Source: an optimization exercise on an open RTL-to-GDS flow (aim: small area). Production flows keep margins and buffers that such runs may drop.
Where RTL was checked, it was by simulation tests only, not by an equivalence proof against the original.

== rev 12 ==
Design CORDIC_Rotation_top, start of the top module:
module CORDIC_Rotation_top #(
        parameter DATA_WIDTH = 16,
        parameter CORDIC_WIDTH = 22,
        parameter ANGLE_WIDTH = 16,
        parameter CORDIC_STAGES = 16
    ) (
        input clk,
        input nreset,
        input enable_in,
        input angle_microRot_n,
        input signed [DATA_WIDTH-1:0] x_in,
        input signed [DATA_WIDTH-1:0] y_in,
        input signed [ANGLE_WIDTH-1:0] angle_in,
        input [CORDIC_STAGES-1:0] microRot_dir_in,
        input microRot_vld,
        input [1:0] quad_in,
        output signed [DATA_WIDTH-1:0] x_out,
        output signed [DATA_WIDTH-1:0] y_out,
        output output_valid_o,
        output rot_active_o
    );
    localparam W = 22;
    wire [1:0] quad = angle_microRot_n ? angle_in[15:14] : {quad_in[1], quad_in[1] ^ quad_in[0]};
    wire       neg  = quad[1] ^ quad[0];
    wire       dir0 = angle_microRot_n ? angle_in[14] : (microRot_dir_in[0] ^ quad[0]);
    wire [15:0] xq, yq;
    quad_chk qc (.x_in(x_in), .y_in(y_in), .neg(neg), .x_out(xq), .y_out(yq));
    wire [15:0] x1, y1;
  ...
Size: roughly 850 flip-flops, about 110 I/O pins.
clock: 10.0 ns
lec_check: 0
cap_margin: 20
core_margin: 2
core_utilization: 60
cts_buf_list: sky130_fd_sc_hd__clkbuf_8
cts_cluster_diameter: 70
cts_cluster_size: 16
place_density: 0.75
slew_margin: 20
standard.sh (not shown) runs the stock make flow with config.mk's settings and CLKGATE_MAP_FILE= SYNTH_SCRIPT=/design/flow/synth_recipe.tcl, a recipe that flattens the netlist after the stock synthesis.
==> flow/flow/run.sh <==
#!/bin/bash
set -o pipefail
bash standard.sh BUFFER_PORTS_ARGS="-buffer_cell sky130_fd_sc_hd__buf_1" finish > standard_flow.log 2>&1
What rev 13 does differently from rev 12 at the input level:
==> flow/run.sh (new file) <==
#!/bin/bash
# synth_recipe.tcl (not shown) runs the flow's synth.tcl, then flattens the netlist and writes it again
# the make line also repeats each setting of config.mk as NAME=value (left out here)
make -C /OpenROAD-flow-scripts/flow DESIGN_CONFIG=/design/flow/config.mk WORK_HOME=/design/flow/orfs CLKGATE_MAP_FILE= SYNTH_SCRIPT=/design/flow/synth_recipe.tcl finish
removed: flow/flow/run.sh
removed: flow/standard.sh
Notes after the runs:
- Comparing utilization after layout for rev 12 and rev 13, the smaller number came from rev 12.
- Per the comparison of rev 13 with rev 12, final critical-path share of the clock period went up, weighted congestion reported at the end of routability-driven placement went up.
- Rev 12 was routed with fewer vias than rev 13.
- A timing startpoint of the critical path of microRot_dir_in[3] is what rev 12 shows, while microRot_dir_in[5] belongs to rev 13.
- Summary of rev 13 over rev 12: maximum fanout along the worst path lower; detail-routed via count per cell roughly the same.
- Summary: with rev 12 as the reference, cell area in rev 13 moved up slightly.
- Re wire length of the first global-routing pass: rev 12 was lower than rev 13.

========
main:
Another version of the RTL of CORDIC_Rotation_top (not shown whole).
Size in the first run: roughly 3200 cells after synthesis, ~850 flip-flops.
clock: 10.0 ns
lec_check: 0
cap_margin: 20
core_margin: 2
core_utilization: 60
cts_buf_list: sky130_fd_sc_hd__clkbuf_8
cts_cluster_diameter: 80
cts_cluster_size: 20
place_density: 0.75
slew_margin: 20
run.sh (not shown) runs the stock make flow with config.mk's settings and CLKGATE_MAP_FILE= SYNTH_SCRIPT=/design/flow/synth_recipe.tcl, a recipe that flattens the netlist after the stock synthesis.
Stock flow here: none of the scripts above is used.
Status main: flow complete, layout not clean - setup timing
#### Input delta (the feature branch over main)
# main
export LEC_CHECK = 0
export CAP_MARGIN = 20
export CORE_MARGIN = 2
export CORE_UTILIZATION = 60
export CTS_BUF_LIST = sky130_fd_sc_hd__clkbuf_8
export CTS_CLUSTER_DIAMETER = 80
export CTS_CLUSTER_SIZE = 20
export PLACE_DENSITY = 0.75
export SLEW_MARGIN = 20
create_clock -name core_clock -period 10.0 [get_ports {clk}]
# the feature branch
export LEC_CHECK = 0
export CAP_MARGIN = 20
export CORE_MARGIN = 2
export CORE_UTILIZATION = 60
export CTS_BUF_LIST = sky130_fd_sc_hd__clkbuf_16
export CTS_CLUSTER_DIAMETER = 100
export CTS_CLUSTER_SIZE = 35
export PLACE_DENSITY = 0.75
export SLEW_MARGIN = 20
create_clock -name core_clock -period 10.0 [get_ports {clk}]
Notes after the runs:
main and the feature branch: no clean run
Complete run, failing final checks: the feature branch, reason setup timing.
STATUS worst setup slack: the feature branch loses against main
Of main and the feature branch, main shows the lower area overhead of the layout relative to synthesis, with the feature branch above it.
main has a lower proportion of cell area spent on the clock network than the feature branch.
No run of this note included a check of the RTL's function; only the layout flow was run.

========
Setup of v41:
Another version of the RTL of CORDIC_Rotation_top (not shown whole).
For scale: about 110 I/O pins, roughly 0.046 mm² of cells after synthesis.
clock: 10.0 ns
lec_check: 0
cap_margin: 20
core_margin: 2
core_utilization: 75
cts_buf_list: sky130_fd_sc_hd__clkbuf_8
cts_cluster_diameter: 70
cts_cluster_size: 16
place_density: 0.85
slew_margin: 20
synth_hierarchical: 1
standard.sh (not shown) runs the stock make flow with config.mk's settings and CLKGATE_MAP_FILE= SYNTH_SCRIPT=/design/flow/synth_recipe.tcl, a recipe that flattens the netlist after the stock synthesis.
==> flow/flow/run.sh <==
#!/bin/bash
set -o pipefail
CTS="-sink_clustering_enable -repair_clock_nets -sink_clustering_size 16 -sink_clustering_max_diameter 70 -buf_list sky130_fd_sc_hd__clkbuf_8 -dont_use_dummy_load"
bash standard.sh \
    BUFFER_PORTS_ARGS="-buffer_cell sky130_fd_sc_hd__buf_1" \
    CTS_ARGS="$CTS" \
    RECOVER_POWER=100 \
    POST_GLOBAL_ROUTE_TCL="$PWD/flow/post_grt.tcl" \
    finish > standard_flow.log 2>&1
==> flow/flow/post_grt.tcl <==
# After the power recovery at the end of global routing: repair max slew / max capacitance /
# fanout again (the recovery may have downsized drivers of high-fanout nets such as the
# reset), then re-route the changed nets and rewrite the route guides.
global_route -start_incremental
repair_design_helper
detailed_placement
global_route -end_incremental
estimate_parasitics -global_routing
write_guides $::env(RESULTS_DIR)/route.guide
The following lists how v4 was set up differently from v41:
==> flow/flow/run.sh <==
#!/bin/bash
set -o pipefail
CTS="-sink_clustering_enable -repair_clock_nets -sink_clustering_size 20 -sink_clustering_max_diameter 70 -buf_list sky130_fd_sc_hd__clkbuf_8 -dont_use_dummy_load"
bash standard.sh \
    BUFFER_PORTS_ARGS="-buffer_cell sky130_fd_sc_hd__buf_1" \
    CTS_ARGS="$CTS" \
    RECOVER_POWER=100 \
    POST_GLOBAL_ROUTE_TCL="$PWD/flow/post_grt.tcl" \
    finish > standard_flow.log 2>&1
--- outcome ---
Delta(wire length of the first global-routing pass, v4 - v41) < 0
Setup slack ended up 0.031 ns lower on v4 than on v41.
| layout-stage area growth over the synthesis result | v4 vs v41 | 0.29 points lower |
Compared with v41, v4 shows a lower count of clock buffers in the final design.
Compared with v41, v4 shows a vias after detailed routing that is 114 lower.
The run with more routed wire is v41, not v4.
#### Input delta (v55 over v4)
Settings: CORE_UTILIZATION now 60, was 75; PLACE_DENSITY now 0.75, was 0.85.
==> flow/run.sh (new file) <==
#!/bin/bash
# synth_recipe.tcl (not shown) runs the flow's synth.tcl, then flattens the netlist and writes it again
# the make line also repeats each setting of config.mk as NAME=value (left out here)
make -C /OpenROAD-flow-scripts/flow DESIGN_CONFIG=/design/flow/config.mk WORK_HOME=/design/flow/orfs CLKGATE_MAP_FILE= SYNTH_SCRIPT=/design/flow/synth_recipe.tcl finish
removed: flow/flow/run.sh
removed: flow/flow/post_grt.tcl
removed: flow/standard.sh
==> run notes <==
Going from v4 to v55, detailed-route wire length per cell lower; count of instances resized after the clock tree is built roughly the same; worst setup slack lower.
The following lists how v19 was set up differently from v55:
Settings: PLACE_DENSITY now 0.85, was 0.75; CORE_UTILIZATION now 75, was 60.
==> flow/flow/run.sh (new file) <==
#!/bin/bash
set -o pipefail
bash standard.sh BUFFER_PORTS_ARGS="-buffer_cell sky130_fd_sc_hd__buf_1" finish > standard_flow.log 2>&1
==> flow/standard.sh (new file) <==
#!/bin/bash
# synth_recipe.tcl (not shown) runs the flow's synth.tcl, then flattens the netlist and writes it again
# the make line also repeats each setting of config.mk as NAME=value (left out here)
make -C /OpenROAD-flow-scripts/flow DESIGN_CONFIG=/design/flow/config.mk WORK_HOME=/design/flow/orfs CLKGATE_MAP_FILE= SYNTH_SCRIPT=/design/flow/synth_recipe.tcl "${@:-finish}"
removed: flow/run.sh
Findings:
v19 ran to completion and came out clean on the timing, design-rule and antenna checks.
Non-clock buffer count (lower): v19
Design area (v19 vs. v55) decreases by a few percent
Comparing v55 against v19, there is no change at all in number of buffers on the longest clock path.
Routed wire in v19 totals more than in v55.
[compare] base=v55 new=v19: overall track demand over capacity in global routing now sits higher, area of the core region now sits lower.
Compared with v55, in v19 fmax rose by 2.6%, met2 usage in global routing rose by 11 points.
A last element of the critical path of stg[4].xr[19]$_DFF_P_ is what v19 shows, while stg[5].yr[21]$_DFF_P_ belongs to v55.
Relative to v55, the post-detailed-route via-to-cell ratio of v19 is higher by about 7%.
In v19, the post-layout minimum cycle time came out 0.25 ns below the value in v55.
Inputs modified between v19 and v56:
Settings: CORE_UTILIZATION now 85, was 75; PLACE_DENSITY now 0.92, was 0.85.
==> flow/flow/run.sh <==
#!/bin/bash
set -o pipefail
CTS="-sink_clustering_enable -repair_clock_nets -sink_clustering_size 16 -sink_clustering_max_diameter 70 -buf_list sky130_fd_sc_hd__clkbuf_8 -dont_use_dummy_load"
bash standard.sh \
    BUFFER_PORTS_ARGS="-buffer_cell sky130_fd_sc_hd__buf_1" \
    CTS_ARGS="$CTS" \
    RECOVER_POWER=100 \
    POST_GLOBAL_ROUTE_TCL="$PWD/flow/post_grt.tcl" \
    finish > standard_flow.log 2>&1
==> flow/flow/post_grt.tcl (new file) <==
# After the power recovery at the end of global routing: repair max slew / max capacitance /
# fanout again (the recovery may have downsized drivers of high-fanout nets such as the
# reset), then re-route the changed nets and rewrite the route guides.
global_route -start_incremental
repair_design_helper
detailed_placement
global_route -end_incremental
estimate_parasitics -global_routing
write_guides $::env(RESULTS_DIR)/route.guide
## What came out
- Across both runs, final critical path time including I/O delays and setup was higher for v56 than for v19.
- Against v19, met1 layer wirelength in the final routing in v56 rose by more than 10%.
- Delta (v56 minus v19): wire length reported by the detailed router saw an increase.
- Per the comparison of v56 with v19, share of the clock period used by the worst path picked up an extra 3.2 points, global-route usage picked up an extra 11 points.
- Delta (v56 minus v19): die area fell by about 12%; layout overhead on the synthesized area fell by 1.2 points.
What v9 does differently from v56 at the input level:
Settings: GPL_ROUTABILITY_DRIVEN newly set to 0; GPL_TIMING_DRIVEN newly set to 0; CORE_UTILIZATION changed from 85 to 75; PLACE_DENSITY changed from 0.92 to 0.85.
### Flow results
- The final layouts of v9 and v56 pass the timing, design-rule and antenna checks.
- Largest driver fanout on the critical path: v9 vs v56 up 4
- From v56 to v9 the numbers moved as follows: time the worst path needs with I/O delays and setup decreased by 0.16 ns relative to the old numbers; total clock buffers created by CTS shrank by 5; detailed-route wire length per cell now smaller; final routed wirelength across all metal layers went down 24%.
- Relative to v56, tap cell count has gone up in v9.
- Between v56 and v9, number of gates on the worst path with buffers counted increased.

[what the ideal ports hide]
The flow's constraints put no driver on any port. The routed layouts listed below were extracted and timed again, unchanged, in two steps. Step 1, drivers: a clkbuf_16 drives clk and a buf_2 each remaining input, both assumed. Step 2 adds t to the input delays and takes it off the output delays; t is the mean of the earliest and latest rising clock arrival at the registers after step 1. Input paths then give back, and output paths get back, about the clock's delay inside the block. Slacks: no drivers / after step 1 / after step 2; pairs: no drivers / after step 1.
run	shift t [ns]	slack for setup (ns)	worst register clock-pin slew, ns	worst data-port slew with drivers (ns)	cell pins on the clock port's net
rev 12	0.724	0.684 / 0.730 / 0.006	0.10 / 0.10	0.05	1
rev 13	0.726	0.332 / 0.377 / -0.349	0.11 / 0.11	0.05	1
main	0.750	-5.860 / -5.860 / -5.860	0.12 / 0.12	0.06	1
the feature branch	0.659	-5.885 / -5.885 / -5.885	0.12 / 0.12	0.07	1
v41	0.734	0.292 / 0.324 / -0.410	0.10 / 0.10	0.04	1
v4	0.723	0.261 / 0.292 / -0.430	0.12 / 0.12	0.04	1
v55	0.734	0.154 / 0.192 / -0.542	0.10 / 0.10	0.04	1
v19	0.775	0.406 / 0.430 / -0.345	0.11 / 0.11	0.04	1
v56	0.732	0.088 / 0.117 / -0.615	0.12 / 0.12	0.07	1
v9	0.752	0.244 / 0.278 / -0.475	0.10 / 0.10	0.05	1
With both steps, setup timing fails in 7 of these runs, where it was met with ideal ports. For v19, which loses most, drivers alone change the setup slack by +0.024 ns; drivers and shift together by -0.751 ns.
